This design comes from an exercise in tuning for small area on the open sky130 flow, not from production work.
The RTL was checked by simulation tests, not by an equivalence proof against the original design.
The flow treats the clock pin as an ideal source. Dropping or thinning the clock tree relies on that and would not hold on a real chip.
Power and IR drop assume default switching activity.

==> run a <==
Design Vending_Machine_Controller, start of the top module:
module Vending_Machine_Controller(
input clk, input reset, input  conf_switch,input i_nickel, input i_dime, input i_quarter,
input sw0, input sw1, input sw2, input sw3,
output reg  oled_Soda, output reg  oled_Chips, output reg  oled_ProteinBar,
output reg  oled_Water,output reg oled_Error,
 output [3:0] o_costMSB, output [3:0] o_costLSB,
 output [3:0] o_moneyMSB, output [3:0] o_moneyLSB,
 output reg [127:0] Page0, output reg [127:0] Page1, output reg [127:0] Page2, output reg [127:0] Page3
    );
    localparam [2:0] ZI = 3'd3,   
                     ZB = 3'd5,   
                     ZP = 3'd4,   
                     ZS = 3'd7,   
                     ZE = 3'd6,   
                     ZX = 3'd2,   
                     ZD = 3'd1,   
                     ZC = 3'd0;   
    reg [2:0] z;
    reg [3:0] nr;
    wire [3:0] r = ~nr;
    reg [4:0] md;    
    reg ovf;
    reg [4:0] cd;    
    assign o_costMSB = cd[4:1];
    assign o_costLSB = {1'b0, cd[0], 1'b0, cd[0]};
    assign o_moneyMSB = md[4:1];
    assign o_moneyLSB = {1'b0, md[0], 1'b0, md[0]};
    wire [3:0] sw = {sw3, sw2, sw1, sw0};
    wire disc = sw0 & sw2;
    wire too_much = (sw3 & (sw0 | sw1 | sw2)) | (sw1 & sw2);
    wire [4:0] c = {sw3 | disc, sw1 | (sw2 & ~sw0), sw0 ^ sw2, sw1 | disc, sw0 ^ sw2};
    wire [4:0] base = ovf ? 5'd19 : md;
    wire init_br = (z == ZI && ovf) || (z == ZC && !ovf);
    wire sel_br = (z == ZI && !ovf) || z == ZB || z == ZS || z == ZE || z == ZX;
    wire disp_br = z == ZP;
    wire first_chg = z == ZD;
    wire [4:0] coin = {1'b0, i_quarter & i_dime & i_nickel, i_quarter & ~(i_dime & i_nickel), i_dime ^ (i_nickel & i_quarter), i_nickel ^ i_quarter};
    wire [4:0] opnd = sel_br ? coin : ~cd;
    wire [4:0] sum = base + opnd + {4'd0, !sel_br};
  ...
clock: 30.0 ns
lec_check: 0
cap_margin: 0
core_area: 5 5 151 151
die_area: 0 0 156 156
gpl_timing_driven: 0
slew_margin: 0
standard.sh (not shown) runs the stock make flow with config.mk's settings and CLKGATE_MAP_FILE= SYNTH_SCRIPT=/design/flow/synth_recipe.tcl, a recipe that flattens the netlist after the stock synthesis.
==> flow/flow/run.sh <==
#!/bin/bash
# Layout flow: the standard flow (standard.sh) with these changes:
#  - after the standard synthesis, the combinational logic between the
#    registers is re-mapped for area (flow/resynth.tcl, trying the ABC
#    scripts in flow/abc/ and keeping the smallest); registers untouched;
#  - minimum-size port buffers;
#  - global placement not timing-driven (flow/pre_gpl.tcl removes the
#    synthesis buffers, as timing-driven placement would);
#  - the tie cells of constant outputs are paired so that no tie pin is left
#    unused (flow/ties_pair.tcl after floorplan, flow/ties_inv.tcl after
#    global placement);
#  - after global placement, the driver of a net with more than SPLIT_FANOUT
#    loads, or whose slowest load sees a slew above SPLIT_SLEW_NS, is
#    duplicated per group of loads (flow/split_fanout.tcl, split_slew.tcl);
#  - after CTS the clock tree is replaced by two buffers on the clock port,
#    each driving the registers near it (flow/clock_groups.tcl).
# Each tool's output goes to a log file of its own in this folder.
set -euo pipefail
F=$(pwd)/flow
R=$(pwd)/orfs/results/$FLOW_PLATFORM/Vending_Machine_Controller/base
LIB=$FLOW_HOME/platforms/$FLOW_PLATFORM/lib/sky130_fd_sc_hd__tt_025C_1v80.lib

bash standard.sh synth > make_synth.log 2>&1
cp $R/1_2_yosys.v std_synth.v
python3 $F/cellmodels.py $LIB cells.v > cellmodels.log 2>&1
RS_LIB=$LIB RS_CELLS=cells.v RS_IN=std_synth.v RS_TOP=$FLOW_TOP \
RS_DONT_USE="sky130_fd_sc_hd__probe_p_8 sky130_fd_sc_hd__probec_p_8 sky130_fd_sc_hd__lpflow_*" \
RS_ABC="$(ls $F/abc/*.abc | tr '\n' ' ')" RS_STAT=resynth_stat.txt RS_OUT=resynth.v \
  yosys -c $F/resynth.tcl > resynth.log 2>&1
cp resynth.v $R/1_2_yosys.v
SPLIT_FANOUT=1000 SPLIT_SLEW_NS=1.2 CLOCK_GROUPS=2 CLOCK_PULL=0.5 CLOCK_GROUP_BUF=sky130_fd_sc_hd__clkbuf_4 bash standard.sh finish \
  "BUFFER_PORTS_ARGS=-buffer_cell sky130_fd_sc_hd__buf_1" \
  "CTS_ARGS=-sink_clustering_enable -repair_clock_nets -buf_list sky130_fd_sc_hd__clkbuf_4 -sink_clustering_size 50 -sink_clustering_max_diameter 400 -dont_use_dummy_load" \
  "PRE_GLOBAL_PLACE_TCL=$F/pre_gpl.tcl" \
  "POST_FLOORPLAN_TCL=$F/ties_pair.tcl" \
  "POST_GLOBAL_PLACE_TCL=$F/post_gpl.tcl" \
  "POST_CTS_TCL=$F/clock_groups.tcl" > make_finish.log 2>&1
==> flow/flow/clock_groups.tcl <==
# After CTS: replace the clock tree by CLOCK_GROUPS buffers (cell
# CLOCK_GROUP_BUF) fed by the clock port, each driving the flip-flops of one
# group; the flip-flops are grouped by position (k-means) and each buffer is
# placed at its group's centre; the group's flip-flops are moved towards it
# by the fraction CLOCK_PULL.  The placement is legalised again.
set block [ord::get_db_block]
set k $::env(CLOCK_GROUPS)
set master [[ord::get_db] findMaster $::env(CLOCK_GROUP_BUF)]
set clk_net [[$block findBTerm clk] getNet]
# every clock buffer below the port, and every other clock pin (the sinks)
set bufs {}
set sinks {}
set todo [list $clk_net]
while {[llength $todo]} {
  set n [lindex $todo 0]
  set todo [lrange $todo 1 end]
  foreach it [$n getITerms] {
    if {![$it isInputSignal]} { continue }
    set inst [$it getInst]
    if {[string match "sky130_fd_sc_hd__clkbuf_*" [[$inst getMaster] getName]]} {
      lappend bufs $inst
      lappend todo [[$inst findITerm X] getNet]
    } else {
      lappend sinks $it
    }
  }
}
foreach b $bufs {
  set o [[$b findITerm X] getNet]
  foreach it [$o getITerms] { if {[$it getInst] ne $b} { $it disconnect } }
  odb::dbInst_destroy $b
  odb::dbNet_destroy $o
}
foreach it $sinks { $it disconnect }
# k-means on the sinks' positions, started from the sinks sorted along x
set pts {}
foreach it $sinks {
  set b [[$it getInst] getBBox]
  lappend pts [list [expr {([$b xMin] + [$b xMax]) / 2}] [expr {([$b yMin] + [$b yMax]) / 2}]]
}
set n [llength $pts]
set order [lsort -integer -indices -index 0 [lmap p $pts {lindex $p 0}]]
set cent {}
for {set g 0} {$g < $k} {incr g} {
  lappend cent [lindex $pts [lindex $order [expr {int(($g + 0.5) * $n / $k)}]]]
}
for {set iter 0} {$iter < 50} {incr iter} {
  set assign {}
  foreach p $pts {
    set best 0; set bd 1e30
    for {set g 0} {$g < $k} {incr g} {
      lassign [lindex $cent $g] cx cy
      set d [expr {abs([lindex $p 0] - $cx) + abs([lindex $p 1] - $cy)}]
      if {$d < $bd} { set bd $d; set best $g }
    }
    lappend assign $best
  }
  set new {}
  for {set g 0} {$g < $k} {incr g} {
    set sx 0; set sy 0; set c 0
    foreach p $pts a $assign { if {$a == $g} { set sx [expr {$sx + [lindex $p 0]}]; set sy [expr {$sy + [lindex $p 1]}]; incr c } }
    if {$c} { lappend new [list [expr {$sx / $c}] [expr {$sy / $c}]] } else { lappend new [lindex $cent $g] }
  }
  set cent $new
}
for {set g 0} {$g < $k} {incr g} {
  set buf [odb::dbInst_create $block $master "clkbuf_group_$g"]
  set net [odb::dbNet_create $block "clknet_group_$g"]
  $net setSigType CLOCK
  [$buf findITerm A] connect $clk_net
  [$buf findITerm X] connect $net
  set c 0
  foreach it $sinks a $assign { if {$a == $g} { $it connect $net; incr c } }
  lassign [lindex $cent $g] cx cy
  # pull the group's flip-flops towards its buffer by CLOCK_PULL (0..1)
  foreach it $sinks a $assign {
    if {$a != $g} { continue }
    set inst [$it getInst]
    lassign [$inst getLocation] ix iy
    set f $::env(CLOCK_PULL)
    $inst setLocation [expr {int($ix + $f * ($cx - $ix))}] [expr {int($iy + $f * ($cy - $iy))}]
  }
  $buf setLocation [expr {int($cx)}] [expr {int($cy)}]
  $buf setPlacementStatus PLACED
  puts "clock_groups: $buf drives $c clock pins"
}
puts "clock_groups: [llength $bufs] tree buffers replaced by $k"
detailed_placement
check_placement -verbose
==> flow/flow/split_slew.tcl <==
# After splitting by fanout: estimate the wires and split again, in two, any
# net whose slowest load sees a slew above SPLIT_SLEW_NS (the library limit is
# 1.5 ns), so the resizer has no reason to add large buffers.
estimate_parasitics -placement
set block [ord::get_db_block]
set limit $::env(SPLIT_SLEW_NS)
proc net_worst_slew {net} {
  set worst 0.0
  foreach it [$net getITerms] {
    if {![$it isInputSignal]} { continue }
    set pn "[[$it getInst] getName]/[[$it getMTerm] getName]"
    foreach e {rise fall} {
      set s [get_property [get_pins $pn] slew_max_$e]
      if {[string is double -strict $s]} {
        if {$s > $worst} { set worst $s }
      }
    }
  }
  return $worst
}
set done 0
foreach net [$block getNets] {
  if {[$net getSigType] ne "SIGNAL" || [llength [$net getBTerms]]} { continue }
  set drv ""; set loads {}
  foreach it [$net getITerms] {
    if {[$it isOutputSignal]} { set drv $it } elseif {[$it isInputSignal]} { lappend loads $it }
  }
  if {$drv eq "" || [llength $loads] < 4} { continue }
  set inst [$drv getInst]
  set mname [[$inst getMaster] getName]
  if {[string match "*conb*" $mname] || [string match "*df*" $mname] || [string match "*clkbuf*" $mname]} { continue }
  set w [net_worst_slew $net]
  if {$w <= $limit} { continue }
  puts "split_slew: [$net getName] ([llength $loads] loads, $mname) worst slew $w ns"
  split_net $net $drv $loads 2 "slew$done"
  incr done
}
puts "split_slew: $done nets split"
Other scripts of this flow, unchanged in this note and not shown: flow/flow/abc/ds0.abc, flow/flow/abc/ds1.abc, flow/flow/abc/ds10.abc, flow/flow/abc/ds11.abc, flow/flow/abc/ds12.abc, flow/flow/abc/ds13.abc, flow/flow/abc/ds14.abc, flow/flow/abc/ds15.abc, flow/flow/abc/ds2.abc, flow/flow/abc/ds3.abc, flow/flow/abc/ds4.abc, flow/flow/abc/ds5.abc, flow/flow/abc/ds6.abc, flow/flow/abc/ds7.abc, flow/flow/abc/ds8.abc, flow/flow/abc/ds9.abc, flow/flow/cellmodels.py, flow/flow/post_gpl.tcl, flow/flow/pre_gpl.tcl, flow/flow/resynth.tcl, flow/flow/split_fanout.tcl, flow/flow/ties_inv.tcl, flow/flow/ties_pair.tcl
==> run b (differences from run a) <==
--- a/flow/flow/run.sh
+++ b/flow/flow/run.sh
@@ -12,7 +12,7 @@
 #  - after global placement, the driver of a net with more than SPLIT_FANOUT
 #    loads, or whose slowest load sees a slew above SPLIT_SLEW_NS, is
 #    duplicated per group of loads (flow/split_fanout.tcl, split_slew.tcl);
-#  - after CTS the clock tree is replaced by two buffers on the clock port,
+#  - after CTS the clock tree is replaced by CLOCK_GROUPS buffers on the clock port,
 #    each driving the registers near it (flow/clock_groups.tcl).
 # Each tool's output goes to a log file of its own in this folder.
 set -euo pipefail
@@ -28,7 +28,7 @@
 RS_ABC="$(ls $F/abc/*.abc | tr '\n' ' ')" RS_STAT=resynth_stat.txt RS_OUT=resynth.v \
   yosys -c $F/resynth.tcl > resynth.log 2>&1
 cp resynth.v $R/1_2_yosys.v
-SPLIT_FANOUT=1000 SPLIT_SLEW_NS=1.2 CLOCK_GROUPS=2 CLOCK_PULL=0.5 CLOCK_GROUP_BUF=sky130_fd_sc_hd__clkbuf_4 bash standard.sh finish \
+SPLIT_FANOUT=1000 SPLIT_SLEW_NS=1.2 CLOCK_GROUPS=1 CLOCK_PULL=0.5 CLOCK_GROUP_BUF=sky130_fd_sc_hd__clkbuf_8 bash standard.sh finish \
   "BUFFER_PORTS_ARGS=-buffer_cell sky130_fd_sc_hd__buf_1" \
   "CTS_ARGS=-sink_clustering_enable -repair_clock_nets -buf_list sky130_fd_sc_hd__clkbuf_4 -sink_clustering_size 50 -sink_clustering_max_diameter 400 -dont_use_dummy_load" \
   "PRE_GLOBAL_PLACE_TCL=$F/pre_gpl.tcl" \
--- a/flow/flow/split_slew.tcl
+++ b/flow/flow/split_slew.tcl
@@ -1,6 +1,7 @@
 # After splitting by fanout: estimate the wires and split again, in two, any
 # net whose slowest load sees a slew above SPLIT_SLEW_NS (the library limit is
-# 1.5 ns), so the resizer has no reason to add large buffers.
+# 1.5 ns): its driver is sized up one step if that is enough, otherwise
+# duplicated, so the resizer has no reason to add large buffers.
 estimate_parasitics -placement
 set block [ord::get_db_block]
 set limit $::env(SPLIT_SLEW_NS)
@@ -18,6 +19,10 @@
   }
   return $worst
 }
+proc dont_use_master {m} {
+  foreach pat $::env(DONT_USE_CELLS) { if {[string match $pat [$m getName]]} { return 1 } }
+  return 0
+}
 set done 0
 foreach net [$block getNets] {
   if {[$net getSigType] ne "SIGNAL" || [llength [$net getBTerms]]} { continue }
@@ -31,8 +36,27 @@
   if {[string match "*conb*" $mname] || [string match "*df*" $mname] || [string match "*clkbuf*" $mname]} { continue }
   set w [net_worst_slew $net]
   if {$w <= $limit} { continue }
-  puts "split_slew: [$net getName] ([llength $loads] loads, $mname) worst slew $w ns"
-  split_net $net $drv $loads 2 "slew$done"
+  # first try the next drive strength of the same cell, if it is enough
+  set fixed 0
+  if {[regexp {^(.*_)([0-9]+)$} $mname -> stem size] && $size == 1} {
+    set up [[ord::get_db] findMaster "${stem}2"]
+    if {$up ne "NULL" && ![dont_use_master $up]} {
+      $inst swapMaster $up
+      estimate_parasitics -placement
+      set w2 [net_worst_slew $net]
+      if {$w2 <= $limit} {
+        puts "split_slew: [$net getName] ([llength $loads] loads) $mname sized up, slew $w ns -> $w2 ns"
+        set fixed 1
+      } else {
+        $inst swapMaster [[ord::get_db] findMaster $mname]
+        estimate_parasitics -placement
+      }
+    }
+  }
+  if {!$fixed} {
+    puts "split_slew: [$net getName] ([llength $loads] loads, $mname) worst slew $w ns, split"
+    split_net $net $drv $loads 2 "slew$done"
+  }
   incr done
 }
 puts "split_slew: $done nets split"
PLACE_DENSITY = 0.9   (was not set)
==> run c (differences from run a) <==
PLACE_DENSITY = 0.9   (was not set)
==> results.txt <==
In sequential cell count, run b and run a do not differ.
In total power, run c and run b hardly differ.
Cell count: run a is higher than run c (about 0.2%).
The lowest clock skew belongs to run b, the highest to run a.
No run of this note takes its clock network from TritonCTS; it comes from the design's own scripts or RTL.

-- static timing again, ports no longer ideal --
The results above use ideal ports. As a check the final layouts listed here were re-extracted and re-timed, cells and wires unchanged.
Step 1 sets driving cells, clkbuf_16 on the clock port and buf_2 on the other inputs (assumed; they add their load-dependent delay and slew).
Step 2 times the ports against the registers' clock, not the clock port: input delays grow and output delays shrink by t, the midpoint of the rising clock arrivals with the driver on.
Three values: ideal ports, drivers, drivers and shift; two values: the first two.
| run | t, ns | slack for setup (ns) | cell pins on the clock port's net |
|---|---|---|---|
| run a | 0.183 | 18.912 / 18.879 / 19.063 | 2 |
| run b | 0.195 | 18.399 / 18.372 / 18.567 | 1 |
| run c | 0.185 | 18.494 / 18.465 / 18.650 | 2 |
After both steps every run listed still meets setup and hold.
